This design comes from an exercise in tuning for small area on the open sky130 flow, not from production work. Function was checked by simulation only, so behaviour that the tests miss may differ from the original. Power and IR drop assume default switching activity.

**flow/run.sh**
```bash
#!/bin/bash
# synth_recipe.tcl (not shown) runs the flow's synth.tcl, then flattens the netlist and writes it again
# the make line also repeats each setting of config.mk as NAME=value (left out here)
make -C /OpenROAD-flow-scripts/flow DESIGN_CONFIG=/design/flow/config.mk WORK_HOME=/design/flow/orfs CLKGATE_MAP_FILE= SYNTH_SCRIPT=/design/flow/synth_recipe.tcl finish
```
**flow/design.v**
```verilog
module q100_multree(input [15:0] a, input [15:0] b, output [31:0] r0, output [31:0] r1);
wire [15:0] a_n = ~a;
wire one_n1;
wire two_n2;
wire neg3;
assign one_n1 = ~(b[0] ^ 1'b0);
assign two_n2 = ~((b[1] & ~b[0] & ~1'b0) | (~b[1] & b[0] & 1'b0));
assign neg3 = b[1];
wire m4;
q100_bsel u_m4(.one_n(one_n1), .aj_n(a_n[0]), .two_n(two_n2), .aj1_n(1'b1), .neg(neg3), .y(m4));
wire m5;
q100_bsel u_m5(.one_n(one_n1), .aj_n(a_n[1]), .two_n(two_n2), .aj1_n(a_n[0]), .neg(neg3), .y(m5));
wire m6;
q100_bsel u_m6(.one_n(one_n1), .aj_n(a_n[2]), .two_n(two_n2), .aj1_n(a_n[1]), .neg(neg3), .y(m6));
wire m7;
q100_bsel u_m7(.one_n(one_n1), .aj_n(a_n[3]), .two_n(two_n2), .aj1_n(a_n[2]), .neg(neg3), .y(m7));
wire m8;
q100_bsel u_m8(.one_n(one_n1), .aj_n(a_n[4]), .two_n(two_n2), .aj1_n(a_n[3]), .neg(neg3), .y(m8));
wire m9;
q100_bsel u_m9(.one_n(one_n1), .aj_n(a_n[5]), .two_n(two_n2), .aj1_n(a_n[4]), .neg(neg3), .y(m9));
wire m10;
q100_bsel u_m10(.one_n(one_n1), .aj_n(a_n[6]), .two_n(two_n2), .aj1_n(a_n[5]), .neg(neg3), .y(m10));
wire m11;
q100_bsel u_m11(.one_n(one_n1), .aj_n(a_n[7]), .two_n(two_n2), .aj1_n(a_n[6]), .neg(neg3), .y(m11));
wire m12;
q100_bsel u_m12(.one_n(one_n1), .aj_n(a_n[8]), .two_n(two_n2), .aj1_n(a_n[7]), .neg(neg3), .y(m12));
wire m13;
q100_bsel u_m13(.one_n(one_n1), .aj_n(a_n[9]), .two_n(two_n2), .aj1_n(a_n[8]), .neg(neg3), .y(m13));
wire m14;
q100_bsel u_m14(.one_n(one_n1), .aj_n(a_n[10]), .two_n(two_n2), .aj1_n(a_n[9]), .neg(neg3), .y(m14));
wire m15;
q100_bsel u_m15(.one_n(one_n1), .aj_n(a_n[11]), .two_n(two_n2), .aj1_n(a_n[10]), .neg(neg3), .y(m15));
wire m16;
q100_bsel u_m16(.one_n(one_n1), .aj_n(a_n[12]), .two_n(two_n2), .aj1_n(a_n[11]), .neg(neg3), .y(m16));
wire m17;
q100_bsel u_m17(.one_n(one_n1), .aj_n(a_n[13]), .two_n(two_n2), .aj1_n(a_n[12]), .neg(neg3), .y(m17));
wire m18;
q100_bsel u_m18(.one_n(one_n1), .aj_n(a_n[14]), .two_n(two_n2), .aj1_n(a_n[13]), .neg(neg3), .y(m18));
wire m19;
q100_bsel u_m19(.one_n(one_n1), .aj_n(a_n[15]), .two_n(two_n2), .aj1_n(a_n[14]), .neg(neg3), .y(m19));
wire m20;
q100_bsel u_m20(.one_n(one_n1), .aj_n(a_n[15]), .two_n(two_n2), .aj1_n(a_n[15]), .neg(neg3), .y(m20));
wire one_n21;
wire two_n22;
wire neg23;
assign one_n21 = ~(b[2] ^ b[1]);
assign two_n22 = ~((b[3] & ~b[2] & ~b[1]) | (~b[3] & b[2] & b[1]));
assign neg23 = b[3];
wire m24;
q100_bsel u_m24(.one_n(one_n21), .aj_n(a_n[0]), .two_n(two_n22), .aj1_n(1'b1), .neg(neg23), .y(m24));
wire m25;
q100_bsel u_m25(.one_n(one_n21), .aj_n(a_n[1]), .two_n(two_n22), .aj1_n(a_n[0]), .neg(neg23), .y(m25));
wire m26;
q100_bsel u_m26(.one_n(one_n21), .aj_n(a_n[2]), .two_n(two_n22), .aj1_n(a_n[1]), .neg(neg23), .y(m26));
wire m27;
q100_bsel u_m27(.one_n(one_n21), .aj_n(a_n[3]), .two_n(two_n22), .aj1_n(a_n[2]), .neg(neg23), .y(m27));
wire m28;
q100_bsel u_m28(.one_n(one_n21), .aj_n(a_n[4]), .two_n(two_n22), .aj1_n(a_n[3]), .neg(neg23), .y(m28));
wire m29;
q100_bsel u_m29(.one_n(one_n21), .aj_n(a_n[5]), .two_n(two_n22), .aj1_n(a_n[4]), .neg(neg23), .y(m29));
wire m30;
q100_bsel u_m30(.one_n(one_n21), .aj_n(a_n[6]), .two_n(two_n22), .aj1_n(a_n[5]), .neg(neg23), .y(m30));
wire m31;
q100_bsel u_m31(.one_n(one_n21), .aj_n(a_n[7]), .two_n(two_n22), .aj1_n(a_n[6]), .neg(neg23), .y(m31));
wire m32;
q100_bsel u_m32(.one_n(one_n21), .aj_n(a_n[8]), .two_n(two_n22), .aj1_n(a_n[7]), .neg(neg23), .y(m32));
wire m33;
q100_bsel u_m33(.one_n(one_n21), .aj_n(a_n[9]), .two_n(two_n22), .aj1_n(a_n[8]), .neg(neg23), .y(m33));
wire m34;
q100_bsel u_m34(.one_n(one_n21), .aj_n(a_n[10]), .two_n(two_n22), .aj1_n(a_n[9]), .neg(neg23), .y(m34));
wire m35;
q100_bsel u_m35(.one_n(one_n21), .aj_n(a_n[11]), .two_n(two_n22), .aj1_n(a_n[10]), .neg(neg23), .y(m35));
wire m36;
q100_bsel u_m36(.one_n(one_n21), .aj_n(a_n[12]), .two_n(two_n22), .aj1_n(a_n[11]), .neg(neg23), .y(m36));
wire m37;
q100_bsel u_m37(.one_n(one_n21), .aj_n(a_n[13]), .two_n(two_n22), .aj1_n(a_n[12]), .neg(neg23), .y(m37));
wire m38;
q100_bsel u_m38(.one_n(one_n21), .aj_n(a_n[14]), .two_n(two_n22), .aj1_n(a_n[13]), .neg(neg23), .y(m38));
wire m39;
q100_bsel u_m39(.one_n(one_n21), .aj_n(a_n[15]), .two_n(two_n22), .aj1_n(a_n[14]), .neg(neg23), .y(m39));
wire m40;
q100_bsel u_m40(.one_n(one_n21), .aj_n(a_n[15]), .two_n(two_n22), .aj1_n(a_n[15]), .neg(neg23), .y(m40));
wire one_n41;
wire two_n42;
wire neg43;
assign one_n41 = ~(b[4] ^ b[3]);
assign two_n42 = ~((b[5] & ~b[4] & ~b[3]) | (~b[5] & b[4] & b[3]));
assign neg43 = b[5];
wire m44;
q100_bsel u_m44(.one_n(one_n41), .aj_n(a_n[0]), .two_n(two_n42), .aj1_n(1'b1), .neg(neg43), .y(m44));
wire m45;
q100_bsel u_m45(.one_n(one_n41), .aj_n(a_n[1]), .two_n(two_n42), .aj1_n(a_n[0]), .neg(neg43), .y(m45));
wire m46;
q100_bsel u_m46(.one_n(one_n41), .aj_n(a_n[2]), .two_n(two_n42), .aj1_n(a_n[1]), .neg(neg43), .y(m46));
wire m47;
q100_bsel u_m47(.one_n(one_n41), .aj_n(a_n[3]), .two_n(two_n42), .aj1_n(a_n[2]), .neg(neg43), .y(m47));
wire m48;
q100_bsel u_m48(.one_n(one_n41), .aj_n(a_n[4]), .two_n(two_n42), .aj1_n(a_n[3]), .neg(neg43), .y(m48));
wire m49;
q100_bsel u_m49(.one_n(one_n41), .aj_n(a_n[5]), .two_n(two_n42), .aj1_n(a_n[4]), .neg(neg43), .y(m49));
wire m50;
q100_bsel u_m50(.one_n(one_n41), .aj_n(a_n[6]), .two_n(two_n42), .aj1_n(a_n[5]), .neg(neg43), .y(m50));
wire m51;
q100_bsel u_m51(.one_n(one_n41), .aj_n(a_n[7]), .two_n(two_n42), .aj1_n(a_n[6]), .neg(neg43), .y(m51));
wire m52;
q100_bsel u_m52(.one_n(one_n41), .aj_n(a_n[8]), .two_n(two_n42), .aj1_n(a_n[7]), .neg(neg43), .y(m52));
wire m53;
q100_bsel u_m53(.one_n(one_n41), .aj_n(a_n[9]), .two_n(two_n42), .aj1_n(a_n[8]), .neg(neg43), .y(m53));
wire m54;
q100_bsel u_m54(.one_n(one_n41), .aj_n(a_n[10]), .two_n(two_n42), .aj1_n(a_n[9]), .neg(neg43), .y(m54));
wire m55;
q100_bsel u_m55(.one_n(one_n41), .aj_n(a_n[11]), .two_n(two_n42), .aj1_n(a_n[10]), .neg(neg43), .y(m55));
wire m56;
q100_bsel u_m56(.one_n(one_n41), .aj_n(a_n[12]), .two_n(two_n42), .aj1_n(a_n[11]), .neg(neg43), .y(m56));
wire m57;
q100_bsel u_m57(.one_n(one_n41), .aj_n(a_n[13]), .two_n(two_n42), .aj1_n(a_n[12]), .neg(neg43), .y(m57));
wire m58;
q100_bsel u_m58(.one_n(one_n41), .aj_n(a_n[14]), .two_n(two_n42), .aj1_n(a_n[13]), .neg(neg43), .y(m58));
wire m59;
q100_bsel u_m59(.one_n(one_n41), .aj_n(a_n[15]), .two_n(two_n42), .aj1_n(a_n[14]), .neg(neg43), .y(m59));
wire m60;
q100_bsel u_m60(.one_n(one_n41), .aj_n(a_n[15]), .two_n(two_n42), .aj1_n(a_n[15]), .neg(neg43), .y(m60));
wire one_n61;
wire two_n62;
wire neg63;
assign one_n61 = ~(b[6] ^ b[5]);
assign two_n62 = ~((b[7] & ~b[6] & ~b[5]) | (~b[7] & b[6] & b[5]));
assign neg63 = b[7];
wire m64;
q100_bsel u_m64(.one_n(one_n61), .aj_n(a_n[0]), .two_n(two_n62), .aj1_n(1'b1), .neg(neg63), .y(m64));
wire m65;
q100_bsel u_m65(.one_n(one_n61), .aj_n(a_n[1]), .two_n(two_n62), .aj1_n(a_n[0]), .neg(neg63), .y(m65));
wire m66;
q100_bsel u_m66(.one_n(one_n61), .aj_n(a_n[2]), .two_n(two_n62), .aj1_n(a_n[1]), .neg(neg63), .y(m66));
wire m67;
q100_bsel u_m67(.one_n(one_n61), .aj_n(a_n[3]), .two_n(two_n62), .aj1_n(a_n[2]), .neg(neg63), .y(m67));
wire m68;
q100_bsel u_m68(.one_n(one_n61), .aj_n(a_n[4]), .two_n(two_n62), .aj1_n(a_n[3]), .neg(neg63), .y(m68));
wire m69;
q100_bsel u_m69(.one_n(one_n61), .aj_n(a_n[5]), .two_n(two_n62), .aj1_n(a_n[4]), .neg(neg63), .y(m69));
wire m70;
q100_bsel u_m70(.one_n(one_n61), .aj_n(a_n[6]), .two_n(two_n62), .aj1_n(a_n[5]), .neg(neg63), .y(m70));
wire m71;
q100_bsel u_m71(.one_n(one_n61), .aj_n(a_n[7]), .two_n(two_n62), .aj1_n(a_n[6]), .neg(neg63), .y(m71));
wire m72;
q100_bsel u_m72(.one_n(one_n61), .aj_n(a_n[8]), .two_n(two_n62), .aj1_n(a_n[7]), .neg(neg63), .y(m72));
wire m73;
q100_bsel u_m73(.one_n(one_n61), .aj_n(a_n[9]), .two_n(two_n62), .aj1_n(a_n[8]), .neg(neg63), .y(m73));
wire m74;
q100_bsel u_m74(.one_n(one_n61), .aj_n(a_n[10]), .two_n(two_n62), .aj1_n(a_n[9]), .neg(neg63), .y(m74));
wire m75;
q100_bsel u_m75(.one_n(one_n61), .aj_n(a_n[11]), .two_n(two_n62), .aj1_n(a_n[10]), .neg(neg63), .y(m75));
wire m76;
q100_bsel u_m76(.one_n(one_n61), .aj_n(a_n[12]), .two_n(two_n62), .aj1_n(a_n[11]), .neg(neg63), .y(m76));
wire m77;
q100_bsel u_m77(.one_n(one_n61), .aj_n(a_n[13]), .two_n(two_n62), .aj1_n(a_n[12]), .neg(neg63), .y(m77));
wire m78;
q100_bsel u_m78(.one_n(one_n61), .aj_n(a_n[14]), .two_n(two_n62), .aj1_n(a_n[13]), .neg(neg63), .y(m78));
wire m79;
q100_bsel u_m79(.one_n(one_n61), .aj_n(a_n[15]), .two_n(two_n62), .aj1_n(a_n[14]), .neg(neg63), .y(m79));
wire m80;
q100_bsel u_m80(.one_n(one_n61), .aj_n(a_n[15]), .two_n(two_n62), .aj1_n(a_n[15]), .neg(neg63), .y(m80));
wire one_n81;
wire two_n82;
wire neg83;
assign one_n81 = ~(b[8] ^ b[7]);
assign two_n82 = ~((b[9] & ~b[8] & ~b[7]) | (~b[9] & b[8] & b[7]));
assign neg83 = b[9];
wire m84;
q100_bsel u_m84(.one_n(one_n81), .aj_n(a_n[0]), .two_n(two_n82), .aj1_n(1'b1), .neg(neg83), .y(m84));
wire m85;
q100_bsel u_m85(.one_n(one_n81), .aj_n(a_n[1]), .two_n(two_n82), .aj1_n(a_n[0]), .neg(neg83), .y(m85));
wire m86;
q100_bsel u_m86(.one_n(one_n81), .aj_n(a_n[2]), .two_n(two_n82), .aj1_n(a_n[1]), .neg(neg83), .y(m86));
wire m87;
q100_bsel u_m87(.one_n(one_n81), .aj_n(a_n[3]), .two_n(two_n82), .aj1_n(a_n[2]), .neg(neg83), .y(m87));
wire m88;
q100_bsel u_m88(.one_n(one_n81), .aj_n(a_n[4]), .two_n(two_n82), .aj1_n(a_n[3]), .neg(neg83), .y(m88));
wire m89;
q100_bsel u_m89(.one_n(one_n81), .aj_n(a_n[5]), .two_n(two_n82), .aj1_n(a_n[4]), .neg(neg83), .y(m89));
wire m90;
q100_bsel u_m90(.one_n(one_n81), .aj_n(a_n[6]), .two_n(two_n82), .aj1_n(a_n[5]), .neg(neg83), .y(m90));
wire m91;
q100_bsel u_m91(.one_n(one_n81), .aj_n(a_n[7]), .two_n(two_n82), .aj1_n(a_n[6]), .neg(neg83), .y(m91));
wire m92;
q100_bsel u_m92(.one_n(one_n81), .aj_n(a_n[8]), .two_n(two_n82), .aj1_n(a_n[7]), .neg(neg83), .y(m92));
wire m93;
q100_bsel u_m93(.one_n(one_n81), .aj_n(a_n[9]), .two_n(two_n82), .aj1_n(a_n[8]), .neg(neg83), .y(m93));
wire m94;
q100_bsel u_m94(.one_n(one_n81), .aj_n(a_n[10]), .two_n(two_n82), .aj1_n(a_n[9]), .neg(neg83), .y(m94));
wire m95;
q100_bsel u_m95(.one_n(one_n81), .aj_n(a_n[11]), .two_n(two_n82), .aj1_n(a_n[10]), .neg(neg83), .y(m95));
wire m96;
q100_bsel u_m96(.one_n(one_n81), .aj_n(a_n[12]), .two_n(two_n82), .aj1_n(a_n[11]), .neg(neg83), .y(m96));
wire m97;
q100_bsel u_m97(.one_n(one_n81), .aj_n(a_n[13]), .two_n(two_n82), .aj1_n(a_n[12]), .neg(neg83), .y(m97));
wire m98;
q100_bsel u_m98(.one_n(one_n81), .aj_n(a_n[14]), .two_n(two_n82), .aj1_n(a_n[13]), .neg(neg83), .y(m98));
wire m99;
q100_bsel u_m99(.one_n(one_n81), .aj_n(a_n[15]), .two_n(two_n82), .aj1_n(a_n[14]), .neg(neg83), .y(m99));
wire m100;
q100_bsel u_m100(.one_n(one_n81), .aj_n(a_n[15]), .two_n(two_n82), .aj1_n(a_n[15]), .neg(neg83), .y(m100));
wire one_n101;
wire two_n102;
wire neg103;
assign one_n101 = ~(b[10] ^ b[9]);
assign two_n102 = ~((b[11] & ~b[10] & ~b[9]) | (~b[11] & b[10] & b[9]));
assign neg103 = b[11];
wire m104;
q100_bsel u_m104(.one_n(one_n101), .aj_n(a_n[0]), .two_n(two_n102), .aj1_n(1'b1), .neg(neg103), .y(m104));
wire m105;
q100_bsel u_m105(.one_n(one_n101), .aj_n(a_n[1]), .two_n(two_n102), .aj1_n(a_n[0]), .neg(neg103), .y(m105));
wire m106;
q100_bsel u_m106(.one_n(one_n101), .aj_n(a_n[2]), .two_n(two_n102), .aj1_n(a_n[1]), .neg(neg103), .y(m106));
wire m107;
q100_bsel u_m107(.one_n(one_n101), .aj_n(a_n[3]), .two_n(two_n102), .aj1_n(a_n[2]), .neg(neg103), .y(m107));
wire m108;
q100_bsel u_m108(.one_n(one_n101), .aj_n(a_n[4]), .two_n(two_n102), .aj1_n(a_n[3]), .neg(neg103), .y(m108));
wire m109;
q100_bsel u_m109(.one_n(one_n101), .aj_n(a_n[5]), .two_n(two_n102), .aj1_n(a_n[4]), .neg(neg103), .y(m109));
wire m110;
q100_bsel u_m110(.one_n(one_n101), .aj_n(a_n[6]), .two_n(two_n102), .aj1_n(a_n[5]), .neg(neg103), .y(m110));
wire m111;
q100_bsel u_m111(.one_n(one_n101), .aj_n(a_n[7]), .two_n(two_n102), .aj1_n(a_n[6]), .neg(neg103), .y(m111));
wire m112;
q100_bsel u_m112(.one_n(one_n101), .aj_n(a_n[8]), .two_n(two_n102), .aj1_n(a_n[7]), .neg(neg103), .y(m112));
wire m113;
q100_bsel u_m113(.one_n(one_n101), .aj_n(a_n[9]), .two_n(two_n102), .aj1_n(a_n[8]), .neg(neg103), .y(m113));
wire m114;
q100_bsel u_m114(.one_n(one_n101), .aj_n(a_n[10]), .two_n(two_n102), .aj1_n(a_n[9]), .neg(neg103), .y(m114));
wire m115;
q100_bsel u_m115(.one_n(one_n101), .aj_n(a_n[11]), .two_n(two_n102), .aj1_n(a_n[10]), .neg(neg103), .y(m115));
wire m116;
q100_bsel u_m116(.one_n(one_n101), .aj_n(a_n[12]), .two_n(two_n102), .aj1_n(a_n[11]), .neg(neg103), .y(m116));
wire m117;
q100_bsel u_m117(.one_n(one_n101), .aj_n(a_n[13]), .two_n(two_n102), .aj1_n(a_n[12]), .neg(neg103), .y(m117));
wire m118;
q100_bsel u_m118(.one_n(one_n101), .aj_n(a_n[14]), .two_n(two_n102), .aj1_n(a_n[13]), .neg(neg103), .y(m118));
wire m119;
q100_bsel u_m119(.one_n(one_n101), .aj_n(a_n[15]), .two_n(two_n102), .aj1_n(a_n[14]), .neg(neg103), .y(m119));
wire m120;
q100_bsel u_m120(.one_n(one_n101), .aj_n(a_n[15]), .two_n(two_n102), .aj1_n(a_n[15]), .neg(neg103), .y(m120));
wire one_n121;
wire two_n122;
wire neg123;
assign one_n121 = ~(b[12] ^ b[11]);
assign two_n122 = ~((b[13] & ~b[12] & ~b[11]) | (~b[13] & b[12] & b[11]));
assign neg123 = b[13];
wire m124;
q100_bsel u_m124(.one_n(one_n121), .aj_n(a_n[0]), .two_n(two_n122), .aj1_n(1'b1), .neg(neg123), .y(m124));
wire m125;
q100_bsel u_m125(.one_n(one_n121), .aj_n(a_n[1]), .two_n(two_n122), .aj1_n(a_n[0]), .neg(neg123), .y(m125));
wire m126;
q100_bsel u_m126(.one_n(one_n121), .aj_n(a_n[2]), .two_n(two_n122), .aj1_n(a_n[1]), .neg(neg123), .y(m126));
wire m127;
q100_bsel u_m127(.one_n(one_n121), .aj_n(a_n[3]), .two_n(two_n122), .aj1_n(a_n[2]), .neg(neg123), .y(m127));
wire m128;
q100_bsel u_m128(.one_n(one_n121), .aj_n(a_n[4]), .two_n(two_n122), .aj1_n(a_n[3]), .neg(neg123), .y(m128));
wire m129;
q100_bsel u_m129(.one_n(one_n121), .aj_n(a_n[5]), .two_n(two_n122), .aj1_n(a_n[4]), .neg(neg123), .y(m129));
wire m130;
q100_bsel u_m130(.one_n(one_n121), .aj_n(a_n[6]), .two_n(two_n122), .aj1_n(a_n[5]), .neg(neg123), .y(m130));
wire m131;
q100_bsel u_m131(.one_n(one_n121), .aj_n(a_n[7]), .two_n(two_n122), .aj1_n(a_n[6]), .neg(neg123), .y(m131));
wire m132;
q100_bsel u_m132(.one_n(one_n121), .aj_n(a_n[8]), .two_n(two_n122), .aj1_n(a_n[7]), .neg(neg123), .y(m132));
wire m133;
q100_bsel u_m133(.one_n(one_n121), .aj_n(a_n[9]), .two_n(two_n122), .aj1_n(a_n[8]), .neg(neg123), .y(m133));
wire m134;
q100_bsel u_m134(.one_n(one_n121), .aj_n(a_n[10]), .two_n(two_n122), .aj1_n(a_n[9]), .neg(neg123), .y(m134));
wire m135;
q100_bsel u_m135(.one_n(one_n121), .aj_n(a_n[11]), .two_n(two_n122), .aj1_n(a_n[10]), .neg(neg123), .y(m135));
wire m136;
q100_bsel u_m136(.one_n(one_n121), .aj_n(a_n[12]), .two_n(two_n122), .aj1_n(a_n[11]), .neg(neg123), .y(m136));
wire m137;
q100_bsel u_m137(.one_n(one_n121), .aj_n(a_n[13]), .two_n(two_n122), .aj1_n(a_n[12]), .neg(neg123), .y(m137));
wire m138;
q100_bsel u_m138(.one_n(one_n121), .aj_n(a_n[14]), .two_n(two_n122), .aj1_n(a_n[13]), .neg(neg123), .y(m138));
wire m139;
q100_bsel u_m139(.one_n(one_n121), .aj_n(a_n[15]), .two_n(two_n122), .aj1_n(a_n[14]), .neg(neg123), .y(m139));
wire m140;
q100_bsel u_m140(.one_n(one_n121), .aj_n(a_n[15]), .two_n(two_n122), .aj1_n(a_n[15]), .neg(neg123), .y(m140));
wire one_n141;
wire two_n142;
wire neg143;
assign one_n141 = ~(b[14] ^ b[13]);
assign two_n142 = ~((b[15] & ~b[14] & ~b[13]) | (~b[15] & b[14] & b[13]));
assign neg143 = b[15];
wire m144;
q100_bsel u_m144(.one_n(one_n141), .aj_n(a_n[0]), .two_n(two_n142), .aj1_n(1'b1), .neg(neg143), .y(m144));
wire m145;
q100_bsel u_m145(.one_n(one_n141), .aj_n(a_n[1]), .two_n(two_n142), .aj1_n(a_n[0]), .neg(neg143), .y(m145));
wire m146;
q100_bsel u_m146(.one_n(one_n141), .aj_n(a_n[2]), .two_n(two_n142), .aj1_n(a_n[1]), .neg(neg143), .y(m146));
wire m147;
q100_bsel u_m147(.one_n(one_n141), .aj_n(a_n[3]), .two_n(two_n142), .aj1_n(a_n[2]), .neg(neg143), .y(m147));
wire m148;
q100_bsel u_m148(.one_n(one_n141), .aj_n(a_n[4]), .two_n(two_n142), .aj1_n(a_n[3]), .neg(neg143), .y(m148));
wire m149;
q100_bsel u_m149(.one_n(one_n141), .aj_n(a_n[5]), .two_n(two_n142), .aj1_n(a_n[4]), .neg(neg143), .y(m149));
wire m150;
q100_bsel u_m150(.one_n(one_n141), .aj_n(a_n[6]), .two_n(two_n142), .aj1_n(a_n[5]), .neg(neg143), .y(m150));
wire m151;
q100_bsel u_m151(.one_n(one_n141), .aj_n(a_n[7]), .two_n(two_n142), .aj1_n(a_n[6]), .neg(neg143), .y(m151));
wire m152;
q100_bsel u_m152(.one_n(one_n141), .aj_n(a_n[8]), .two_n(two_n142), .aj1_n(a_n[7]), .neg(neg143), .y(m152));
wire m153;
q100_bsel u_m153(.one_n(one_n141), .aj_n(a_n[9]), .two_n(two_n142), .aj1_n(a_n[8]), .neg(neg143), .y(m153));
wire m154;
q100_bsel u_m154(.one_n(one_n141), .aj_n(a_n[10]), .two_n(two_n142), .aj1_n(a_n[9]), .neg(neg143), .y(m154));
wire m155;
q100_bsel u_m155(.one_n(one_n141), .aj_n(a_n[11]), .two_n(two_n142), .aj1_n(a_n[10]), .neg(neg143), .y(m155));
wire m156;
q100_bsel u_m156(.one_n(one_n141), .aj_n(a_n[12]), .two_n(two_n142), .aj1_n(a_n[11]), .neg(neg143), .y(m156));
wire m157;
q100_bsel u_m157(.one_n(one_n141), .aj_n(a_n[13]), .two_n(two_n142), .aj1_n(a_n[12]), .neg(neg143), .y(m157));
wire m158;
q100_bsel u_m158(.one_n(one_n141), .aj_n(a_n[14]), .two_n(two_n142), .aj1_n(a_n[13]), .neg(neg143), .y(m158));
wire m159;
q100_bsel u_m159(.one_n(one_n141), .aj_n(a_n[15]), .two_n(two_n142), .aj1_n(a_n[14]), .neg(neg143), .y(m159));
wire m160;
q100_bsel u_m160(.one_n(one_n141), .aj_n(a_n[15]), .two_n(two_n142), .aj1_n(a_n[15]), .neg(neg143), .y(m160));
wire m161;
wire m162;
assign m161 = m14 ^ m32;
assign m162 = m14 & m32;
wire m163;
wire m164;
assign m163 = m15 ^ m33;
assign m164 = m15 & m33;
wire m165;
wire m166;
q100_fa u_m165(.a(m16), .b(m34), .c(m52), .s(m165), .co(m166));
wire m167;
wire m168;
assign m167 = m70 ^ m88;
assign m168 = m70 & m88;
wire m169;
wire m170;
q100_fa u_m169(.a(m17), .b(m35), .c(m53), .s(m169), .co(m170));
wire m171;
wire m172;
assign m171 = m71 ^ m89;
assign m172 = m71 & m89;
wire m173;
wire m174;
q100_fa u_m173(.a(m18), .b(m36), .c(m54), .s(m173), .co(m174));
wire m175;
wire m176;
q100_fa u_m175(.a(m72), .b(m90), .c(m108), .s(m175), .co(m176));
wire m177;
wire m178;
assign m177 = m126 ^ m144;
assign m178 = m126 & m144;
wire m179;
wire m180;
q100_fa u_m179(.a(m19), .b(m37), .c(m55), .s(m179), .co(m180));
wire m181;
wire m182;
q100_fa u_m181(.a(m73), .b(m91), .c(m109), .s(m181), .co(m182));
wire m183;
wire m184;
assign m183 = m127 ^ m145;
assign m184 = m127 & m145;
wire m185;
wire m186;
assign m185 = m38 ^ m56;
assign m186 = m38 | m56;
wire m187;
wire m188;
q100_fa u_m187(.a(m74), .b(m92), .c(m110), .s(m187), .co(m188));
wire m189;
wire m190;
q100_fa u_m189(.a(~m20), .b(m128), .c(m146), .s(m189), .co(m190));
wire m191;
wire m192;
assign m191 = m39 ^ m57;
assign m192 = m39 | m57;
wire m193;
wire m194;
q100_fa u_m193(.a(m75), .b(m93), .c(m111), .s(m193), .co(m194));
wire m195;
wire m196;
assign m195 = m129 ^ m147;
assign m196 = m129 & m147;
wire m197;
wire m198;
q100_fa u_m197(.a(m58), .b(m76), .c(m94), .s(m197), .co(m198));
wire m199;
wire m200;
q100_fa u_m199(.a(m112), .b(m130), .c(m148), .s(m199), .co(m200));
wire m201;
wire m202;
assign m201 = m59 ^ m77;
assign m202 = m59 | m77;
wire m203;
wire m204;
assign m203 = m95 ^ m113;
assign m204 = m95 & m113;
wire m205;
wire m206;
q100_fa u_m205(.a(m78), .b(m96), .c(m114), .s(m205), .co(m206));
wire m207;
wire m208;
assign m207 = m79 ^ m97;
assign m208 = m79 & m97;
wire m209;
wire m210;
assign m209 = m10 ^ m28;
assign m210 = m10 & m28;
wire m211;
wire m212;
assign m211 = m11 ^ m29;
assign m212 = m11 & m29;
wire m213;
wire m214;
q100_fa u_m213(.a(m12), .b(m30), .c(m48), .s(m213), .co(m214));
wire m215;
wire m216;
assign m215 = m66 ^ m84;
assign m216 = m66 & m84;
wire m217;
wire m218;
q100_fa u_m217(.a(m13), .b(m31), .c(m49), .s(m217), .co(m218));
wire m219;
wire m220;
assign m219 = m67 ^ m85;
assign m220 = m67 & m85;
wire m221;
wire m222;
q100_fa u_m221(.a(m50), .b(m68), .c(m86), .s(m221), .co(m222));
wire m223;
wire m224;
q100_fa u_m223(.a(m104), .b(neg103), .c(m161), .s(m223), .co(m224));
wire m225;
wire m226;
q100_fa u_m225(.a(m51), .b(m69), .c(m87), .s(m225), .co(m226));
wire m227;
wire m228;
q100_fa u_m227(.a(m105), .b(m162), .c(m163), .s(m227), .co(m228));
wire m229;
wire m230;
q100_fa u_m229(.a(m106), .b(m124), .c(neg123), .s(m229), .co(m230));
wire m231;
wire m232;
q100_fa u_m231(.a(m164), .b(m165), .c(m167), .s(m231), .co(m232));
wire m233;
wire m234;
q100_fa u_m233(.a(m107), .b(m125), .c(m166), .s(m233), .co(m234));
wire m235;
wire m236;
q100_fa u_m235(.a(m168), .b(m169), .c(m171), .s(m235), .co(m236));
wire m237;
wire m238;
q100_fa u_m237(.a(neg143), .b(m170), .c(m172), .s(m237), .co(m238));
wire m239;
wire m240;
q100_fa u_m239(.a(m173), .b(m175), .c(m177), .s(m239), .co(m240));
wire m241;
wire m242;
q100_fa u_m241(.a(m174), .b(m176), .c(m178), .s(m241), .co(m242));
wire m243;
wire m244;
q100_fa u_m243(.a(m179), .b(m181), .c(m183), .s(m243), .co(m244));
wire m245;
wire m246;
q100_fa u_m245(.a(m180), .b(m182), .c(m184), .s(m245), .co(m246));
wire m247;
wire m248;
q100_fa u_m247(.a(~m185), .b(m187), .c(m189), .s(m247), .co(m248));
wire m249;
wire m250;
q100_fa u_m249(.a(m186), .b(m188), .c(m190), .s(m249), .co(m250));
wire m251;
wire m252;
q100_fa u_m251(.a(~m191), .b(m193), .c(m195), .s(m251), .co(m252));
wire m253;
wire m254;
q100_fa u_m253(.a(m192), .b(m194), .c(m196), .s(m253), .co(m254));
wire m255;
wire m256;
q100_fa u_m255(.a(~m40), .b(m197), .c(m199), .s(m255), .co(m256));
wire m257;
wire m258;
q100_fa u_m257(.a(m131), .b(m149), .c(m198), .s(m257), .co(m258));
wire m259;
wire m260;
q100_fa u_m259(.a(m200), .b(~m201), .c(m203), .s(m259), .co(m260));
wire m261;
wire m262;
q100_fa u_m261(.a(m132), .b(m150), .c(m202), .s(m261), .co(m262));
wire m263;
wire m264;
q100_fa u_m263(.a(~m60), .b(m204), .c(m205), .s(m263), .co(m264));
wire m265;
wire m266;
assign m265 = m115 ^ m133;
assign m266 = m115 | m133;
wire m267;
wire m268;
q100_fa u_m267(.a(m151), .b(m206), .c(m207), .s(m267), .co(m268));
wire m269;
wire m270;
q100_fa u_m269(.a(m98), .b(m116), .c(m134), .s(m269), .co(m270));
wire m271;
wire m272;
q100_fa u_m271(.a(~m80), .b(m152), .c(m208), .s(m271), .co(m272));
wire m273;
wire m274;
assign m273 = m99 ^ m117;
assign m274 = m99 | m117;
wire m275;
wire m276;
assign m275 = m135 ^ m153;
assign m276 = m135 & m153;
wire m277;
wire m278;
q100_fa u_m277(.a(m118), .b(m136), .c(m154), .s(m277), .co(m278));
wire m279;
wire m280;
assign m279 = m119 ^ m137;
assign m280 = m119 & m137;
wire m281;
wire m282;
assign m281 = m8 ^ m26;
assign m282 = m8 & m26;
wire m283;
wire m284;
assign m283 = m9 ^ m27;
assign m284 = m9 & m27;
wire m285;
wire m286;
q100_fa u_m285(.a(m46), .b(m64), .c(neg63), .s(m285), .co(m286));
wire m287;
wire m288;
q100_fa u_m287(.a(m47), .b(m65), .c(m210), .s(m287), .co(m288));
wire m289;
wire m290;
q100_fa u_m289(.a(neg83), .b(m212), .c(m213), .s(m289), .co(m290));
wire m291;
wire m292;
q100_fa u_m291(.a(m214), .b(m216), .c(m217), .s(m291), .co(m292));
wire m293;
wire m294;
q100_fa u_m293(.a(m218), .b(m220), .c(m221), .s(m293), .co(m294));
wire m295;
wire m296;
q100_fa u_m295(.a(m222), .b(m224), .c(m225), .s(m295), .co(m296));
wire m297;
wire m298;
q100_fa u_m297(.a(m226), .b(m228), .c(m229), .s(m297), .co(m298));
wire m299;
wire m300;
q100_fa u_m299(.a(m230), .b(m232), .c(m233), .s(m299), .co(m300));
wire m301;
wire m302;
q100_fa u_m301(.a(m234), .b(m236), .c(m237), .s(m301), .co(m302));
wire m303;
wire m304;
q100_fa u_m303(.a(m238), .b(m240), .c(m241), .s(m303), .co(m304));
wire m305;
wire m306;
q100_fa u_m305(.a(m242), .b(m244), .c(m245), .s(m305), .co(m306));
wire m307;
wire m308;
q100_fa u_m307(.a(m246), .b(m248), .c(m249), .s(m307), .co(m308));
wire m309;
wire m310;
q100_fa u_m309(.a(m250), .b(m252), .c(m253), .s(m309), .co(m310));
wire m311;
wire m312;
q100_fa u_m311(.a(m254), .b(m256), .c(m257), .s(m311), .co(m312));
wire m313;
wire m314;
q100_fa u_m313(.a(m258), .b(m260), .c(m261), .s(m313), .co(m314));
wire m315;
wire m316;
q100_fa u_m315(.a(m262), .b(m264), .c(m267), .s(m315), .co(m316));
wire m317;
wire m318;
q100_fa u_m317(.a(m266), .b(m268), .c(m269), .s(m317), .co(m318));
wire m319;
wire m320;
q100_fa u_m319(.a(m270), .b(m272), .c(m275), .s(m319), .co(m320));
wire m321;
wire m322;
q100_fa u_m321(.a(m274), .b(m276), .c(m277), .s(m321), .co(m322));
wire m323;
wire m324;
assign m323 = m155 ^ m278;
assign m324 = m155 | m278;
wire m325;
wire m326;
q100_fa u_m325(.a(m138), .b(m156), .c(m280), .s(m325), .co(m326));
wire m327;
wire m328;
assign m327 = m139 ^ m157;
assign m328 = m139 & m157;
wire m329;
wire m330;
assign m329 = m6 ^ m24;
assign m330 = m6 & m24;
wire m331;
wire m332;
assign m331 = m7 ^ m25;
assign m332 = m7 & m25;
wire m333;
wire m334;
q100_fa u_m333(.a(m44), .b(neg43), .c(m281), .s(m333), .co(m334));
wire m335;
wire m336;
q100_fa u_m335(.a(m45), .b(m282), .c(m283), .s(m335), .co(m336));
wire m337;
wire m338;
q100_fa u_m337(.a(m209), .b(m284), .c(m285), .s(m337), .co(m338));
wire m339;
wire m340;
q100_fa u_m339(.a(m211), .b(m286), .c(m287), .s(m339), .co(m340));
wire m341;
wire m342;
q100_fa u_m341(.a(m215), .b(m288), .c(m289), .s(m341), .co(m342));
wire m343;
wire m344;
q100_fa u_m343(.a(m219), .b(m290), .c(m291), .s(m343), .co(m344));
wire m345;
wire m346;
q100_fa u_m345(.a(m223), .b(m292), .c(m293), .s(m345), .co(m346));
wire m347;
wire m348;
q100_fa u_m347(.a(m227), .b(m294), .c(m295), .s(m347), .co(m348));
wire m349;
wire m350;
q100_fa u_m349(.a(m231), .b(m296), .c(m297), .s(m349), .co(m350));
wire m351;
wire m352;
q100_fa u_m351(.a(m235), .b(m298), .c(m299), .s(m351), .co(m352));
wire m353;
wire m354;
q100_fa u_m353(.a(m239), .b(m300), .c(m301), .s(m353), .co(m354));
wire m355;
wire m356;
q100_fa u_m355(.a(m243), .b(m302), .c(m303), .s(m355), .co(m356));
wire m357;
wire m358;
q100_fa u_m357(.a(m247), .b(m304), .c(m305), .s(m357), .co(m358));
wire m359;
wire m360;
q100_fa u_m359(.a(m251), .b(m306), .c(m307), .s(m359), .co(m360));
wire m361;
wire m362;
q100_fa u_m361(.a(m255), .b(m308), .c(m309), .s(m361), .co(m362));
wire m363;
wire m364;
q100_fa u_m363(.a(m259), .b(m310), .c(m311), .s(m363), .co(m364));
wire m365;
wire m366;
q100_fa u_m365(.a(m263), .b(m312), .c(m313), .s(m365), .co(m366));
wire m367;
wire m368;
q100_fa u_m367(.a(~m265), .b(m314), .c(m315), .s(m367), .co(m368));
wire m369;
wire m370;
q100_fa u_m369(.a(m271), .b(m316), .c(m317), .s(m369), .co(m370));
wire m371;
wire m372;
q100_fa u_m371(.a(~m273), .b(m318), .c(m319), .s(m371), .co(m372));
wire m373;
wire m374;
q100_fa u_m373(.a(~m100), .b(m320), .c(m321), .s(m373), .co(m374));
wire m375;
wire m376;
q100_fa u_m375(.a(m279), .b(m322), .c(~m323), .s(m375), .co(m376));
wire m377;
wire m378;
q100_fa u_m377(.a(~m120), .b(m324), .c(m325), .s(m377), .co(m378));
wire m379;
wire m380;
assign m379 = m326 ^ m327;
assign m380 = m326 | m327;
wire m381;
wire m382;
q100_fa u_m381(.a(~m140), .b(m158), .c(m328), .s(m381), .co(m382));
assign r0 = {1'b1, ~m160, m382, m380, m378, m376, m374, m372, m370, m368, m366, m364, m362, m360, m358, m356, m354, m352, m350, m348, m346, m344, m342, m340, m338, m336, m334, m332, m330, neg23, m5, m4};
assign r1 = {1'b0, m159, ~m159, m381, ~m379, m377, m375, m373, m371, m369, m367, m365, m363, m361, m359, m357, m355, m353, m351, m349, m347, m345, m343, m341, m339, m337, m335, m333, m331, m329, 1'b0, neg3};
endmodule
module q100_bsel(input one_n, input aj_n, input two_n, input aj1_n, input neg, output y);
wire m;
q100_oai22 u_sel(.a1(one_n), .b1(aj_n), .a2(two_n), .b2(aj1_n), .y(m));
q100_xor2 u_neg(.a(m), .b(neg), .y(y));
endmodule
module q100_oai22(input a1, input b1, input a2, input b2, output y);
assign y = ~((a1 | b1) & (a2 | b2));
endmodule
module q100_xor2(input a, input b, output y);
assign y = a ^ b;
endmodule
module q100_fa(input a, input b, input c, output s, output co);
assign s = a ^ b ^ c;
assign co = (a & b) | (a & c) | (b & c);
endmodule
module q100_rdport(
    input  [32:0]      sel,     
    input  [33*32-1:0] d,       
    output [31:0]      y
);
genvar b, k;
generate
    for (b = 0; b < 32; b++) begin : g_bit
        wire [10:0] t;
        for (k = 0; k < 11; k++) begin : g_grp
            q100_aoi222 u_aoi(
                .a1(sel[3*k]),   .b1(d[32*(3*k)   + b]),
                .a2(sel[3*k+1]), .b2(d[32*(3*k+1) + b]),
                .a3(sel[3*k+2]), .b3(d[32*(3*k+2) + b]),
                .y(t[k]));
        end
        q100_nand11 u_or(.a(t), .y(y[b]));
    end
endgenerate
endmodule
module q100_aoi222(input a1, input b1, input a2, input b2, input a3, input b3, output y);
assign y = ~((a1 & b1) | (a2 & b2) | (a3 & b3));
endmodule
module q100_nand11(input [10:0] a, output y);
assign y = ~&a;
endmodule
module q100_core
(
    input clk,
    input rst,
    output [12-1:0] itcm_addr_o,
    input  [32-1:0] itcm_din_i,
    output [17-1:0] dtcm_addr_o,
    output [4-1:0]       dtcm_we_o,
    output [32-1:0] dtcm_dout_o,
    input  [32-1:0] dtcm_din_i,
    output                        done_intr_o
);
localparam [6:0] OP_LUI   = 7'b0110111;
localparam [6:0] OP_AUIPC = 7'b0010111;
localparam [6:0] OP_JAL   = 7'b1101111;
localparam [6:0] OP_JALR  = 7'b1100111;
localparam [6:0] OP_BR    = 7'b1100011;
localparam [6:0] OP_LD    = 7'b0000011;
localparam [6:0] OP_ST    = 7'b0100011;
localparam [6:0] OP_IMM   = 7'b0010011;
localparam [6:0] OP_OP    = 7'b0110011;
localparam [6:0] OP_SYS   = 7'b1110011;
logic [31:0] pc, pc_d, instr_d;           
logic [31:0] d_ins, d_pc;                 
logic [31:0] e_ins, e_pc;                 
logic [31:0] e_xa, e_xb;                  
logic        e_bub;                       
logic        x_vld;                       
logic [31:0] x_tgt;
logic [2:0]  x_bd;
logic [31:0] x_res, x_rs2v;
logic        x_wb, x_ld, x_we0, x_we1, x_we23, x_csrw, x_csrv;
logic        f_ax, f_aw, f_bx, f_bw;     
logic [4:0]  x_rd;
logic        m_wb, m_ld, m_csrw, m_csrv;  
logic [31:0] m_res;
logic [4:0]  m_rd;
logic [31:0] rf [1:31];
logic        done;
logic keep;
wire [31:0] fa = x_vld ? x_tgt : pc;
assign itcm_addr_o = fa[12-1:0];
wire [31:0] fa4;
wire [32:2] inc_c;
assign fa4[1:0] = fa[1:0];
assign inc_c[2] = 1'b1;
generate
    for (genvar i = 2; i < 32; i++) begin : g_inc
        q100_ha u_ha(.a(fa[i]), .b(inc_c[i]), .s(fa4[i]), .co(inc_c[i + 1]));
    end
endgenerate
always_ff @(posedge clk) begin
    if (rst) pc <= 0;
    else if (!(keep | done)) pc <= fa4;
    pc_d <= fa;
    if (rst || pc_d != pc) instr_d <= itcm_din_i;
end
wire [31:0] instr = (pc_d == pc) ? instr_d : itcm_din_i;
always_ff @(posedge clk) begin
    if (rst) d_ins <= 0;
    else if (!keep) d_ins <= instr;
    if (!keep) d_pc <= pc_d;
end
function automatic logic rs1_none(input logic [6:0] op);
    rs1_none = (op == OP_LUI) | (op == OP_AUIPC) | (op == OP_JAL);
endfunction
function automatic logic rs2_none(input logic [6:0] op);
    rs2_none = (op == OP_LUI) | (op == OP_AUIPC) | (op == OP_JAL) | (op == OP_JALR) |
               (op == OP_LD) | (op == OP_IMM) | (op == OP_SYS);
endfunction
wire [4:0] d_rs1 = rs1_none(d_ins[6:0]) ? 5'd0 : d_ins[19:15];
wire [4:0] d_rs2 = rs2_none(d_ins[6:0]) ? 5'd0 : d_ins[24:20];
wire [6:0] e_opr = e_ins[6:0];
assign keep = !e_bub & (e_opr == OP_LD) & ((e_ins[11:7] == d_rs1) | (e_ins[11:7] == d_rs2));
wire [31:0] w_res = m_ld ? dtcm_din_i : m_res;
wire d_auipc = (d_ins[6:0] == OP_AUIPC);
wire fd_a = m_wb & (d_rs1 == m_rd);
wire fd_b = m_wb & (d_rs2 == m_rd);
logic [32:0] sel_a, sel_b;
logic [33*32-1:0] rd_in;
always_comb begin
    sel_a[0]  = d_auipc;
    sel_a[32] = fd_a & !d_auipc;
    sel_b[0]  = 1'b0;
    sel_b[32] = fd_b;
    rd_in[31:0] = d_pc;
    rd_in[32*32 +: 32] = w_res;
    for (int i = 1; i < 32; i++) begin
        sel_a[i] = (d_rs1 == i) & !fd_a & !d_auipc;
        sel_b[i] = (d_rs2 == i) & !fd_b;
        rd_in[32*i +: 32] = rf[i];
    end
end
wire [31:0] rd_a, rd_b;
q100_rdport u_rda(.sel(sel_a), .d(rd_in), .y(rd_a));
q100_rdport u_rdb(.sel(sel_b), .d(rd_in), .y(rd_b));
always_ff @(posedge clk) begin
    e_ins <= d_ins;
    e_pc  <= d_pc;
    e_bub <= keep;
    e_xa  <= rd_a;
    e_xb  <= rd_b;
end
wire v = !e_bub;
wire is_lui   = v & (e_opr == OP_LUI);
wire is_auipc = v & (e_opr == OP_AUIPC);
wire is_jal   = v & (e_opr == OP_JAL);
wire is_jalr  = v & (e_opr == OP_JALR);
wire is_br    = v & (e_opr == OP_BR);
wire is_ld    = v & (e_opr == OP_LD);
wire is_st    = v & (e_opr == OP_ST);
wire is_imm   = v & (e_opr == OP_IMM);
wire is_op    = v & (e_opr == OP_OP);
wire is_sys   = v & (e_opr == OP_SYS);
wire [2:0] f3  = e_ins[14:12];
wire       f70 = e_ins[25];
wire       f75 = e_ins[30];
wire [4:0] e_rs1  = (v & !rs1_none(e_opr)) ? e_ins[19:15] : 5'd0;
wire [4:0] e_rs2  = (v & !rs2_none(e_opr)) ? e_ins[24:20] : 5'd0;
wire [4:0] e_rd   = v ? e_ins[11:7] : 5'd0;
wire [31:0] imm_i = {{20{e_ins[31]}}, e_ins[31:20]};
wire [31:0] imm_s = {{20{e_ins[31]}}, e_ins[31:25], e_ins[11:7]};
wire [31:0] imm_b = {{20{e_ins[31]}}, e_ins[7], e_ins[30:25], e_ins[11:8], 1'b0};
wire [31:0] imm_u = {e_ins[31:12], 12'h0};
wire [31:0] imm_j = {{12{e_ins[31]}}, e_ins[19:12], e_ins[20], e_ins[30:21], 1'b0};
wire e_regwr = is_ld | is_imm | is_op | is_auipc | is_lui;
always_ff @(posedge clk) begin
    f_ax <= !keep & e_regwr & (e_rd != 0) & (e_rd == d_rs1);
    f_aw <= !keep & x_wb & (x_rd != 0) & (e_rd != d_rs1) & (x_rd == d_rs1);
    f_bx <= !keep & e_regwr & (e_rd != 0) & (e_rd == d_rs2);
    f_bw <= !keep & x_wb & (x_rd != 0) & (e_rd != d_rs2) & (x_rd == d_rs2);
end
wire [31:0] porta = f_ax ? x_res : f_aw ? w_res : e_xa;
wire [31:0] rs2v  = f_bx ? x_res : f_bw ? w_res : e_xb;
wire b_imm = is_imm | is_lui | is_auipc | is_ld | is_st;
wire [31:0] portb = !b_imm ? rs2v :
                    (is_lui | is_auipc) ? imm_u :
                    is_st ? imm_s : imm_i;
wire arith = is_imm | is_op;
wire op_mul = is_op & (f3 == 3'b000) & f70;
wire op_sub = is_op & (f3 == 3'b000) & !f70 & f75;
wire op_lt  = arith & (f3 == 3'b010);
wire op_ltu = arith & (f3 == 3'b011);
wire op_xor = arith & (f3 == 3'b100);
wire op_or  = arith & (f3 == 3'b110);
wire op_and = arith & (f3 == 3'b111);
wire op_sll = arith & (f3 == 3'b001);
wire op_sr  = arith & (f3 == 3'b101);
wire op_add = !(op_mul | op_sub | op_lt | op_ltu | op_xor | op_or | op_and | op_sll | op_sr | is_lui);
wire [31:0] mr0, mr1;
q100_multree u_mul(.a(porta[15:0]), .b(portb[15:0]), .r0(mr0), .r1(mr1));
wire [31:0] add_a = op_mul ? mr0 : porta;
wire [31:0] add_b = op_mul ? mr1 : op_sub ? ~portb : portb;
wire [31:0] sum = add_a + add_b + {31'd0, op_sub};
wire [32:0] diff = {1'b0, porta} + {1'b0, ~portb} + 33'd1;
wire ltu = !diff[32];
wire lts = (porta[31] ^ portb[31]) ? porta[31] : ltu;
wire eq  = (porta == portb);
wire        sh_left = (f3 == 3'b001);
wire        sh_fill = f75 & porta[31];
logic [31:0] sh_st [0:5];
assign sh_st[0] = porta;
generate
    for (genvar k = 0; k < 5; k++) begin : g_sh
        localparam int K = 1 << k;
        localparam bit P = k % 2;           
        wire s_n = !portb[k];
        wire s_r = portb[k] & !sh_left;
        wire s_l = portb[k] & sh_left;
        for (genvar i = 0; i < 32; i++) begin : g_b
            wire xr = (i + K <= 31) ? sh_st[k][(i + K) % 32] : (sh_fill ^ P);
            wire xl = (i - K >= 0)  ? sh_st[k][(i - K + 32) % 32] : P;
            q100_aoi222 u_m(.a1(s_n), .b1(sh_st[k][i]), .a2(s_r), .b2(xr), .a3(s_l), .b3(xl),
                            .y(sh_st[k + 1][i]));
        end
    end
endgenerate
wire [31:0] sh_out = ~sh_st[5];
wire lu11 = op_and | op_or | is_lui;
wire lu10 = op_or | op_xor;
wire lu01 = op_or | op_xor | is_lui;
logic [31:0] logic_res;
always_comb
    for (int i = 0; i < 32; i++)
        logic_res[i] = porta[i] ? (portb[i] ? lu11 : lu10) : (portb[i] ? lu01 : 1'b0);
wire [31:0] alu_res = ({32{op_add | op_sub | op_mul}} & sum) |
                      ({32{op_lt}}  & {31'd0, lts}) |
                      ({32{op_ltu}} & {31'd0, ltu}) |
                      logic_res |
                      ({32{op_sll | op_sr}} & sh_out);
logic br_take;
always_comb begin
    case (f3)
        3'b000: br_take = eq;
        3'b001: br_take = !eq;
        3'b100: br_take = lts;
        3'b101: br_take = !lts;
        3'b110: br_take = ltu;
        3'b111: br_take = !ltu;
        default: br_take = 1'b0;
    endcase
end
wire branch_en = is_jal | is_jalr | (is_br & br_take);
wire cancel = |x_bd;
wire [31:0] tgt_imm = (e_opr == OP_JAL) ? imm_j : (e_opr == OP_BR) ? imm_b : imm_i;
wire [31:0] tgt = ((e_opr == OP_JALR) ? porta : e_pc) + tgt_imm;
always_ff @(posedge clk) begin
    x_vld   <= branch_en;
    x_tgt   <= tgt;
    x_bd    <= {x_bd[1:0], branch_en};
    x_res   <= alu_res;
    x_rs2v  <= rs2v;
    x_rd    <= e_rd;
    x_wb    <= (is_lui | is_auipc | is_jal | is_jalr | is_ld | is_imm | is_op) & !cancel;
    x_ld    <= is_ld;
    x_we0   <= is_st & !cancel;
    x_we1   <= is_st & !cancel & (f3 != 3'b000);
    x_we23  <= is_st & !cancel & (f3 == 3'b010);
    x_csrw  <= is_sys & !cancel & (e_ins[31:20] == 12'd0);
    x_csrv  <= ((f3 == 3'b001) | (f3 == 3'b010) | (f3 == 3'b011)) ? e_xa[0] : e_ins[15];
end
assign dtcm_addr_o = x_res[17-1:0];
assign dtcm_dout_o = x_rs2v;
assign dtcm_we_o   = {x_we23, x_we23, x_we1, x_we0};
always_ff @(posedge clk) begin
    m_wb   <= x_wb;
    m_res  <= x_res;
    m_ld   <= x_ld;
    m_rd   <= x_rd;
    m_csrw <= x_csrw;
    m_csrv <= x_csrv;
end
wire [31:0] rf_wdata = rst ? 32'd0 : w_res;
generate
    for (genvar i = 1; i < 32; i++) begin : g_rf
        always_ff @(posedge clk)
            if (rst | (m_wb & (m_rd == i))) rf[i] <= rf_wdata;
    end
endgenerate
always_ff @(posedge clk)
    if (rst) done <= 1'b0;
    else if (m_csrw) done <= m_csrv;
assign done_intr_o = done;
endmodule
module q100_ha(input a, input b, output s, output co);
assign s = a ^ b;
assign co = a & b;
endmodule
```
**flow/config.mk**
```make
export PLATFORM = sky130hd
export DESIGN_NAME = q100_core
export DESIGN_NICKNAME = q100_core
export VERILOG_FILES = /design/flow/design.v
export SDC_FILE = /design/flow/constraint.sdc
export NUM_CORES = 4
export LEC_CHECK = 0
export CAP_MARGIN = 20
export CORE_MARGIN = 2
export CORE_UTILIZATION = 50
export CTS_CLUSTER_DIAMETER = 80
export CTS_CLUSTER_SIZE = 20
export SLEW_MARGIN = 20
export SYNTH_HIERARCHICAL = 1
export SYNTH_MINIMUM_KEEP_SIZE = 0
```
**flow/constraint.sdc**
```tcl
create_clock -name core_clock -period 10.0 [get_ports {clk}]
set_input_delay 2.0000 -clock core_clock [delete_from_list [all_inputs] [get_ports {clk}]]
set_output_delay 2.0000 -clock core_clock [all_outputs]
set_load 0.01 [all_outputs]
```
==> summary.txt, run 1 <==
Logic synthesis
  • Post-synthesis register bit count: 1,438
  • Asr flop ratio synth: 0%
  • Synth area leaders: edfxtp_1 47%, a222oi_1 13%, dfxtp_1 11%, ha_1 2.7%, fa_1 2.6%
  • Syn. warnings: 11
  • Share of the synthesized area in the top cell type: 46.6%
  • Mapped Cells: 5,251
  • Register area share after synthesis: 57.9%
  • Most common cell in the netlist: edfxtp_1
  • Post-Syn Area: 68,000 µm²
  • Number of synthesized flops with an enable pin: 1,056
  • Unique cell type count in the Yosys netlist: 89
  • Synthesized area per cell: 12.9 µm²
  • Top FF cell, synth: edfxtp_1
  • Post-synth top cells: 1,056 x edfxtp_1, 864 x a222oi_1, 386 x nor2_1
  • Leading area contributor after synthesis: edfxtp_1

Critical path
  • Critical Path Max Stage Delay: 820 ps
  • Worst Path Required: 10,600 ps
  • Most used cell, CP: fa_1
  • R2R Path End: x_res[28]$_DFF_P_
  • Worst path bufs/invs: 2
  • Crit path max-delay cell type: o21ai_0
  • Reg2Reg Depth: 28
  • Crit path capture type: flop
  • CP Max Fanout: 17
  • Crit Path Category: input pin to flop
  • Critical R2R Launch: m_ld$_DFF_P_
  • CP Data Arrival Time: 10,060 ps
  • CP Launch Type: input pin
  • Worst R2R Setup Slack: 1160 ps
  • CP top delay family: compound AO/OA/AOI/OAI gates

Place
  • # port buffers: 131
  • GP Congestion: 1.02
  • Placed Area: 73,100 µm²
  • DPL Wire Length: 175 mm
  • Cell count after placement: 7,240

Die
  • Die Span X: 373 µm
  • Chip height: 373 µm
  • Ports: 132
  • Initial Utilization: 50.3%
  • Core footprint: 135,000 µm²
  • DIE AREA: 139,000 µm²
  • Site row count: 135

Global route
  • First-pass GRT wire length: 377 mm
  • Grt ovf: 0
  • Number of antenna violations at the first check in global routing: 26
  • GRT Total Usage: 37.6%
  • Largest net degree at the start of global routing: 92
  • Number of global-route vias before repair: 50,800

CTS
  • Clock transition at path regs: 80 ps
  • H-Tree Level Count: 3
  • Cts hold-fix bufs: 0
  • Sink Count: 1,438
  • Post-CTS resize count: 0
  • Clock latency on the worst-skew pair: 760 ps
  • CTS tree: yes
  • Setup bufs post-CTS: 0
  • Root buffer cell: clkbuf_16
  • Clock buffer count from CTS: 88
  • Max Root-Sink Buffers: 3

Power and ir drop
  • Cell Pwr Density: 318 nW/µm²
  • Leak pwr: 0.0285 µW
  • Worst VDD drop: 0.378 mV
  • Final Power: 24,100 µW

Timing
  • Crit share post-route: 94.5%
  • Worst relative slew slack: 19.1%
  • RSZ-0062 raised after global routing: false
  • Pins Over Slew Limit: 0
  • Worst Tran Pin Value: 1210 ps
  • Fmax achieved: 106 MHz
  • Final hold viol count: 0
  • Final min period: 9450 ps
  • Fin Clk Skew: 79.7 ps
  • Setup TNS: 0 ps
  • # setup viols final: 0

Routing
  • Initial DRC Count: 12,600
  • Routed len/inst: 36.6 µm
  • Via/cell ratio: 7.35
  • Pre-Repair DR Iteration Count: 16
  • DRT Wirelength: 271 mm
  • ANT nets after route: 0
  • DRC violations left: 0
  • Via count: 54,400

Job
  • Max-Cap Viols: 0

Min path
  • WHS Endpoint: m_csrv$_DFF_P_
  • Worst hold path class: flop to flop
  • WHS Path Cells: 0
  • Hold path startpoint: x_csrv$_DFF_P_

Final layout
  • Largest register FFs: 992
  • Non-filler cells, final: 7,402
  • Post-Layout Inst Area: 75,900 µm²
  • Layout cells sized above 1: 10.6%
  • Biggest register: rf
  • Post-layout net count: 5,851
  • Area Overhead vs Synth: 11.6%
  • # fillers: 11,300

Outcome
  • Status: finished clean
==> stage by stage <==
stage	hold slack [ps]	utilization, %	setup WS, ps
detailed placement	313	54.0	-30.3
floorplan	310	-	46.0
global placement	313	54.0	50.2
global route	350	56.1	381
CTS	334	56.0	708
finish	334	56.1	546
==> power breakdown <==
| part | internal [µW] | switching [µW] |
|---|---|---|
| Sequential | 7900 | 708 |
| Clock | 1760 | 2090 |
| Combinational | 4310 | 7370 |
==> final cells by class <==
cell class	instances	area, µm²	share of cell area (%)
Antenna cell	17	42.5	0.0561
Clock buffer	124	2420	3.19
Clock inverter	20	300	0.396
Inverter	187	702	0.925
Multi-Input combinational cell	3439	27500	36.2
Sequential cell	1438	39400	51.9
Tap cell	1781	2230	2.94
Timing Repair Buffer	396	3310	4.36
==> worst register-to-register path, delay by kind of cell (launching register included) <==
family / cells / cell delay (ps)
DFF: 1 / 760
buffers and inverters: 2 / 640
adders and majority gates: 5 / 2240
AOI/OAI and AO/OA: 12 / 3200
and+or+nand+nor: 6 / 1290
muxes: 2 / 460
xor gates and xnor gates: 1 / 190
==> cell usage in the layout (no fill, tap or decap), types with 30 or more instances in the layout <==
cell type,n
a21o_1,41
a211oi_1,105
o21ai_0,111
xnor2_1,62
nand4_1,150
dfxtp_1,377
clkbuf_1,30
ha_1,148
conb_1,75
mux2_2,43
edfxtp_1,1056
a21oi_1,224
clkbuf_16,90
nand3_1,99
nor2_1,287
mux2i_1,137
o22ai_1,160
nand2_1,127
buf_4,265
fa_1,87
a222oi_1,864
clkdlybuf4s50_1,130
or3_1,68
inv_1,182
xor2_1,193
nor2_2,79
==> per-module statistics from Yosys (local to each module, per instance), excerpt <==
module / flip-flops and latches / cells inside / times used
q100_core: 1438 / 3572 / 1
q100_xor2: 0 / 1 / 136
q100_oai22: 0 / 1 / 136
q100_aoi222: 0 / 1 / 864
q100_multree: 0 / 173 / 1
q100_fa: 0 / 1 / 84
q100_nand11: 0 / 4 / 64
q100_ha: 0 / 1 / 30
==> worst max path at each step <==
| stage | from | endpoint | slack, ps | cells after the start |
|---|---|---|---|---|
| after floorplan | dtcm_din_i[4] | x_res[28]$_DFF_P_ | 50 | 27 |
| after global placement | dtcm_din_i[5] | x_res[28]$_DFF_P_ | 50 | 28 |
| after detailed placement | dtcm_din_i[5] | x_res[28]$_DFF_P_ | -30 | 28 |
| after CTS | dtcm_din_i[5] | x_res[28]$_DFF_P_ | 710 | 28 |
| after global routing | dtcm_din_i[5] | x_res[28]$_DFF_P_ | 380 | 28 |
| final | dtcm_din_i[5] | x_res[28]$_DFF_P_ | 550 | 28 |
==> cells by family after synthesis <==
family	share of synthesized area [%]
flops	57.9
xor+xnor	3.28
other cells	0.0221
buf+inv	3.06
compound gates	20.4
fa+ha+maj	5.28
simple gates	7.26
mux	2.76
==> routing by layer <==
| layer | GRT usage, % | wire (µm) | vias up |
|---|---|---|---|
| met1 | 49.3 | 100000 | 26900 |
| li1 | - | - | 22800 |
| met3 | 8.55 | 32300 | 688 |
| met4 | 25.1 | 21000 | 16 |
| met2 | 56.0 | 117000 | 4065 |
| met5 | 0 | 102 | - |
==> run 2, diff against run 1 <==
--- a/flow/config.mk
+++ b/flow/config.mk
@@ -7,9 +7,9 @@
 export LEC_CHECK = 0
 export CAP_MARGIN = 20
 export CORE_MARGIN = 2
-export CORE_UTILIZATION = 50
-export CTS_CLUSTER_DIAMETER = 80
-export CTS_CLUSTER_SIZE = 20
+export CORE_UTILIZATION = 40
+export CTS_CLUSTER_DIAMETER = 90
+export CTS_CLUSTER_SIZE = 24
 export SLEW_MARGIN = 20
 export SYNTH_HIERARCHICAL = 1
 export SYNTH_MINIMUM_KEEP_SIZE = 0
==> run 2 against run 1 <==
Net effect: critical endpoint unchanged; worst hold slack gained 4.4 ps; synthesized cell count is the same; largest power group unchanged; clock power decreased by 9.9%; non-clock buffer count shrank 3; register-to-register slack better by 210 ps; flip-flop and latch count stayed put; utilization is 11 points lower; design area grew 0.21%; area after synthesis unchanged; first-iteration DRC count rose by 1.2%; routed wire length rose by 2.8%.
==> summary.txt, run 2 <==
Outcome
  • Status: finished clean

Die
  • DIE AREA: 173,000 µm²
  • Site row count: 151
  • Core footprint: 169,000 µm²
  • Initial Utilization: 40.2%
  • Die Span X: 416 µm
  • Ports: 132
  • Chip height: 416 µm

Place
  • DPL Wire Length: 181 mm
  • # port buffers: 131
  • Pre-CTS setup slack: 290 ps
  • GP Congestion: 1.00
  • Cell count after placement: 7,674

Timing
  • RSZ-0062 raised after global routing: false
  • Fmax achieved: 108 MHz
  • Final hold viol count: 0
  • Worst relative slew slack: 17.7%
  • Pins Over Slew Limit: 0
  • Worst Tran Pin Value: 1230 ps
  • PnR worst setup slack: 780 ps
  • Fin Clk Skew: 41.8 ps
  • Setup TNS: 0 ps
  • Crit share post-route: 92.2%
  • Final min period: 9220 ps
  • # setup viols final: 0

Logic synthesis
  • Top FF cell, synth: edfxtp_1
  • Number of synthesized flops with an enable pin: 1,056
  • Post-Syn Area: 68,000 µm²
  • Unique cell type count in the Yosys netlist: 89
  • Synth area leaders: edfxtp_1 47%, a222oi_1 13%, dfxtp_1 11%, ha_1 2.7%, fa_1 2.6%
  • Asr flop ratio synth: 0%
  • Register area share after synthesis: 57.9%
  • Post-synthesis register bit count: 1,438
  • Share of the synthesized area in the top cell type: 46.6%
  • Mapped Cells: 5,251
  • Most common cell in the netlist: edfxtp_1
  • Leading area contributor after synthesis: edfxtp_1
  • Synthesized area per cell: 12.9 µm²
  • Syn. warnings: 11
  • Post-synth top cells: 1,056 x edfxtp_1, 864 x a222oi_1, 386 x nor2_1

CTS
  • Max Root-Sink Buffers: 3
  • Clock transition at path regs: 100 ps
  • Setup bufs post-CTS: 0
  • Clock buffer count from CTS: 73
  • Post-CTS resize count: 0
  • Root buffer cell: clkbuf_16
  • Clock latency on the worst-skew pair: 740 ps
  • Sink Count: 1,438
  • Cts hold-fix bufs: 0
  • H-Tree Level Count: 3
  • CTS tree: yes

Global route
  • Grt ovf: 0
  • Largest net degree at the start of global routing: 92
  • Number of global-route vias before repair: 52,000
  • GRT Total Usage: 30.9%
  • Number of antenna violations at the first check in global routing: 22
  • First-pass GRT wire length: 388 mm

Routing
  • Met2 WL post-DR: 125 mm
  • DRC violations left: 0
  • Via count: 54,900
  • Routed len/inst: 35.6 µm
  • Initial DRC Count: 12,700
  • DRT Wirelength: 278 mm
  • Met3 WL: 35.8 mm
  • ANT nets after route: 0
  • Met1 WL: 99.9 mm
  • DR top layer: met5
  • Pre-Repair DR Iteration Count: 17
  • Via/cell ratio: 7.03

Critical path
  • Reg2Reg Depth: 25
  • CP top delay family: compound AO/OA/AOI/OAI gates
  • Worst Path Required: 10,580 ps
  • Worst path bufs/invs: 2
  • CP endpoint: x_res[28]$_DFF_P_
  • Crit path launch: dtcm_din_i[3]
  • Critical Path Max Stage Delay: 870 ps
  • CP Max Fanout: 17
  • Crit path capture type: flop
  • Crit Path Category: input pin to flop
  • Critical path depth in cells: 26
  • CP Launch Type: input pin
  • CP Data Arrival Time: 9800 ps
  • Crit path max-delay cell type: mux2i_1
  • R2R Path End: x_res[28]$_DFF_P_
  • Critical R2R Launch: m_ld$_DFF_P_
  • Worst R2R Setup Slack: 1370 ps

Final layout
  • Post-layout net count: 5,833
  • # fillers: 15,300
  • Largest register FFs: 992
  • Non-filler cells, final: 7,814
  • Most frequent cells in the layout: 1,056 x edfxtp_1, 864 x a222oi_1, 377 x dfxtp_1
  • Area Overhead vs Synth: 11.8%
  • Most common cell after layout, fill and taps aside: edfxtp_1
  • Finished Core Util: 45.0%
  • Biggest register: rf
  • Layout cells sized above 1: 10.1%

Power and ir drop
  • Leak pwr: 0.0283 µW
  • Final Power: 23,600 µW
  • Worst VDD drop: 0.281 mV
  • Cell Pwr Density: 311 nW/µm²

Min path
  • Worst hold path class: flop to flop

Job
  • Max-Cap Viols: 0
-- run 2: Yosys stat by module, one instance, submodules excluded, excerpt --
module	copies in the design	area, µm²
q100_multree	1	1190
q100_fa	84	20.0
q100_core	1	52500
q100_aoi222	864	10.0
q100_oai22	136	6.26
q100_xor2	136	8.76
q100_nand11	64	23.8
q100_ha	30	12.5
-- run 2: metrics by stage --
stage / hold WS [ps] / instance area (µm²)
after floorplan: 310 / 68300
after global placement: 313 / 73600
after detailed placement: 315 / 73600
after CTS: 337 / 75900
after global routing: 350 / 76000
final: 339 / 76000
-- run 2: cells by family (layout without fill, tap and decap cells) --
| logic type | Yosys count | in the layout | share of synthesized area [%] |
|---|---|---|---|
| buffers and inverters | 445 | 714 | 3.06 |
| AND/OR/NAND/NOR | 1003 | 1003 | 7.26 |
| XOR/XNOR | 255 | 255 | 3.28 |
| adder cells (fa/ha/maj) | 235 | 235 | 5.28 |
| multiplexers | 181 | 181 | 2.76 |
| flip-flops | 1438 | 1438 | 57.9 |
| AO/OA/AOI/OAI | 1690 | 1690 | 20.4 |
| other | 4 | 80 | 0.0221 |
-- run 2: power by group --
part           leakage, µW  switching, µW  total [µW]  internal [µW]
clock network      0.00107           2010        3470           1460
registers           0.0140            765        8660           7900
logic               0.0132           7190       11500           4300
total               0.0283           9960       23600          13700
-- run 2: worst min path at each step --
| stage | start | to | slack [ps] | cells past startpoint |
|---|---|---|---|---|
| final | x_csrw$_DFF_P_ | m_csrw$_DFF_P_ | 340 | 0 |
| after global routing | x_csrw$_DFF_P_ | m_csrw$_DFF_P_ | 350 | 0 |
| after CTS | x_csrw$_DFF_P_ | m_csrw$_DFF_P_ | 340 | 0 |
| after detailed placement | x_csrw$_DFF_P_ | m_csrw$_DFF_P_ | 310 | 0 |
| after global placement | x_csrv$_DFF_P_ | m_csrv$_DFF_P_ | 310 | 0 |
| after floorplan | x_csrv$_DFF_P_ | m_csrv$_DFF_P_ | 310 | 0 |
-- run 2: per-layer routing --
layer,global-route usage [%],up-vias
li1,-,22800
met3,8.00,817
met1,38.9,27100
met2,48.3,4201
met5,0,-
met4,17.5,14
-- run 2: layout make-up --
class                   instances  area, µm²  area share [%]
diodes                          5       12.5          0.0165
clock buffers                 120       2060            2.70
clock inverters                14        191           0.252
well taps                    2218       2780            3.65
multi-input cells            3439      27600            36.3
inverters                     187        702           0.923
repair buffers                393       3300            4.35
flip-flops and latches       1438      39400            51.8

-- port drivers added, routing unchanged --
In the flow no input, the clock included, has a driving cell. The finished layouts below were timed again as built, in two steps.
Step 1, drivers: a clkbuf_16 drives clk and a buf_2 each remaining input, both assumed.
Step 2 moves the port delays by t, midway between the first and last clock arrival at a register: inputs arrive t later, outputs are due t later. That takes back most of the time a late clock gives input paths.
Slacks: no drivers / after step 1 / after step 2; pairs: no drivers / after step 1.
| run | t (ns) | slack for setup (ns) | worst setup path after step 2 | clock arrival spread, ns | cell pins on the clock port's net |
|---|---|---|---|---|---|
| run 1 | 0.791 | 0.546 / 0.586 / -0.205 | input to register | 0.088 / 0.088 | 1 |
| run 2 | 0.798 | 0.780 / 0.829 / 0.031 | input to register | 0.048 / 0.048 | 1 |
With both steps, setup timing fails in run 1, where it was met with ideal ports. The setup slack of run 1, which loses most, moves by +0.040 ns with the drivers and by -0.751 ns with both steps.
